From an optimization exercise on the open Yosys and OpenROAD flow, aimed at small area, a short achievable clock period and few clock cycles; shortcuts taken in it are not production practice. The RTL was checked by simulation tests, not by an equivalence proof against the original design. The clock port is modelled as an ideal driver, which makes a skipped or thinned clock tree look cheaper than it is; a real chip needs a root buffer or a tree. Power is estimated from default activity; no workload was simulated.

## ULA
module ULA (
    input clk,
    input reset,
    input [3:0] seletor,
    output saida,
    output [18:0] rom_addr,
    input [7:0] rom_data,
    output reg [18:0] ram_wraddr,
    output reg [7:0] ram_data,
    output reg ram_wren,
    output reg done
);
    assign saida = 1'b0;
    wire [5:0] sel = {seletor[3],
                      ~seletor[2] & seletor[1] & seletor[0],
                      ~seletor[2] & ~seletor[1] & seletor[0],
                      ~seletor[2] & ~seletor[0],
                      seletor[1],
                      seletor == 4'b0100};
    reg f4, is_avg, is_dec, is_rep, zm, is_cp;
    reg start;
    always @(posedge clk) {f4, is_avg, is_dec, is_rep, zm, is_cp} <= sel;
    always @(posedge clk or negedge reset) begin
        if (!reset) start <= 1'b1;
        else start <= (sel != {f4, is_avg, is_dec, is_rep, zm, is_cp});
    end
    wire valid = is_avg | is_dec | is_rep | is_cp;
    reg [1:0] c0, c1;
    reg [7:0] col;
    reg [6:0] r;
    reg run;
  ...
Settings: LEC_CHECK=0, ABC_AREA=0, CAP_MARGIN=20, CORE_MARGIN=2, CORE_UTILIZATION=65, PLACE_DENSITY=0.8, SETUP_SLACK_MARGIN=4.1, SLEW_MARGIN=20; clock period 6.0 ns.
standard.sh (not shown) runs the stock make flow with config.mk's settings and CLKGATE_MAP_FILE= SYNTH_SCRIPT=/design/flow/synth_recipe.tcl, a recipe that flattens the netlist after the stock synthesis.
==> flow/flow/run.sh <==
#!/bin/bash
# Layout flow: the standard ORFS flow with three changes:
#  - synthesis maps adders through ABC like the rest of the logic instead of
#    extracting full/half adder cells first (ADDER_MAP_FILE empty);
#  - plain buf_2 cells as the port buffers instead of the delay buffers
#    buffer_ports picks by default;
#  - the clock tree is four clkbuf_16 cells driven by the clock port, each
#    driving the flip-flops nearest to it (flow/cts_hook.tcl replaces
#    TritonCTS's two-level H-tree).
set -euo pipefail
here=$(cd "$(dirname "$0")" && pwd)
CLKBUF_N=4 bash standard.sh \
  "ADDER_MAP_FILE=" \
  "BUFFER_PORTS_ARGS=-buffer_cell sky130_fd_sc_hd__buf_2" \
  "PRE_CTS_TCL=$here/cts_hook.tcl" \
  finish > orfs_make.log 2>&1
==> flow/flow/cts_hook.tcl <==
# Clock buffering in place of TritonCTS's H-tree: the clock port drives
# CLKBUF_N clkbuf_16 cells (1, 2 or 4), each placed at the centre of the
# flip-flops it drives; the flip-flops are split between them by position.
proc clock_tree_synthesis { args } {
  set nbuf 1
  if { [info exists ::env(CLKBUF_N)] } { set nbuf $::env(CLKBUF_N) }
  set block [ord::get_db_block]
  set clk_net [$block findNet clk]
  set master [[ord::get_db] findMaster sky130_fd_sc_hd__clkbuf_16]
  set sinks {}
  foreach it [$clk_net getITerms] {
    set loc [[$it getInst] getLocation]
    lappend sinks [list $it [lindex $loc 0] [lindex $loc 1]]
  }
  # split into groups: by x, then each half by y
  set groups [list $sinks]
  set axis 1
  while { [llength $groups] < $nbuf } {
    set ng {}
    foreach g $groups {
      set s [lsort -integer -index $axis $g]
      set h [expr {[llength $s] / 2}]
      lappend ng [lrange $s 0 [expr {$h - 1}]] [lrange $s $h end]
    }
    set groups $ng
    set axis [expr {3 - $axis}]
  }
  set i 0
  foreach g $groups {
    set buf [odb::dbInst_create $block $master clkbuf_root_$i]
    set net [odb::dbNet_create $block clknet_root_$i]
    $net setSigType CLOCK
    set sx 0; set sy 0
    foreach s $g {
      set it [lindex $s 0]
      $it disconnect
      $it connect $net
      set sx [expr {$sx + [lindex $s 1]}]; set sy [expr {$sy + [lindex $s 2]}]
    }
    [$buf findITerm A] connect $clk_net
    [$buf findITerm X] connect $net
    set n [llength $g]
    $buf setLocation [expr {$sx / $n}] [expr {$sy / $n}]
    $buf setPlacementStatus PLACED
    puts "clock buffer clkbuf_root_$i drives $n sinks"
    incr i
  }
  $clk_net setSigType CLOCK
}
Testbench counts at the start, summed over its fixed seeds: cycles 2,494,959.
Next try:
Settings changed: ABC_AREA 0 to 1, SETUP_SLACK_MARGIN 4.1 to 4.12.
Result: Area after synthesis came out higher by 2.2%. Utilization decreases by 2.4 points. Global-route usage went up by 3.1 points. Combinational power increases by 13%. Final cell count is higher by 24%.
Next try:
Settings changed: CORE_UTILIZATION 65 to 60, PLACE_DENSITY 0.8 to 0.75, SETUP_SLACK_MARGIN 4.12 to 4.1.
Result: The changed run finished clean; sequential share of layout area is about the same; register-to-register slack gains 0.02 ns; wire length came out lower by 3.3%; area after synthesis does not change; power is about the same.
Next try:
Settings changed: CORE_UTILIZATION 60 to 65, PLACE_DENSITY 0.75 to 0.8.
Effect: Sequential share of layout area increases by 0.36 points; power hardly moves; die area decreases by 7.4%.
In every run of this note, the design's own scripts or RTL, not TritonCTS, make the clock network.

==> re-timing with driven ports <==
The flow's constraints put no driver on any port. The routed layouts listed below were extracted and timed again, unchanged, in two steps. Step 1 sets driving cells, clkbuf_16 on the clock port and buf_2 on the other inputs (assumed; they add their load-dependent delay and slew). Step 2 moves the port delays by t, midway between the first and last clock arrival at a register: inputs arrive t later, outputs are due t later. That takes back most of the time a late clock gives input paths. Slacks: no drivers / after step 1 / after step 2; pairs: no drivers / after step 1.
| run | t, ns | slack for setup (ns) | hold slack, ns | worst slew at a driven data input, ns |
|---|---|---|---|---|
| the first run | 0.230 | 3.878 / 3.918 / 3.689 | 0.393 / 0.393 / 0.393 | 0.05 |
| the second run | 0.231 | 4.118 / 4.046 / 3.930 | 0.380 / 0.380 / 0.380 | 0.06 |
| the third run | 0.227 | 4.126 / 4.050 / 3.940 | 0.379 / 0.379 / 0.379 | 0.07 |
| the fourth run | 0.233 | 4.121 / 4.041 / 3.995 | 0.398 / 0.398 / 0.398 | 0.06 |
After both steps every run listed still meets setup and hold. The setup slack of the first run, which loses most, moves by +0.040 ns with the drivers and by -0.189 ns with both steps.
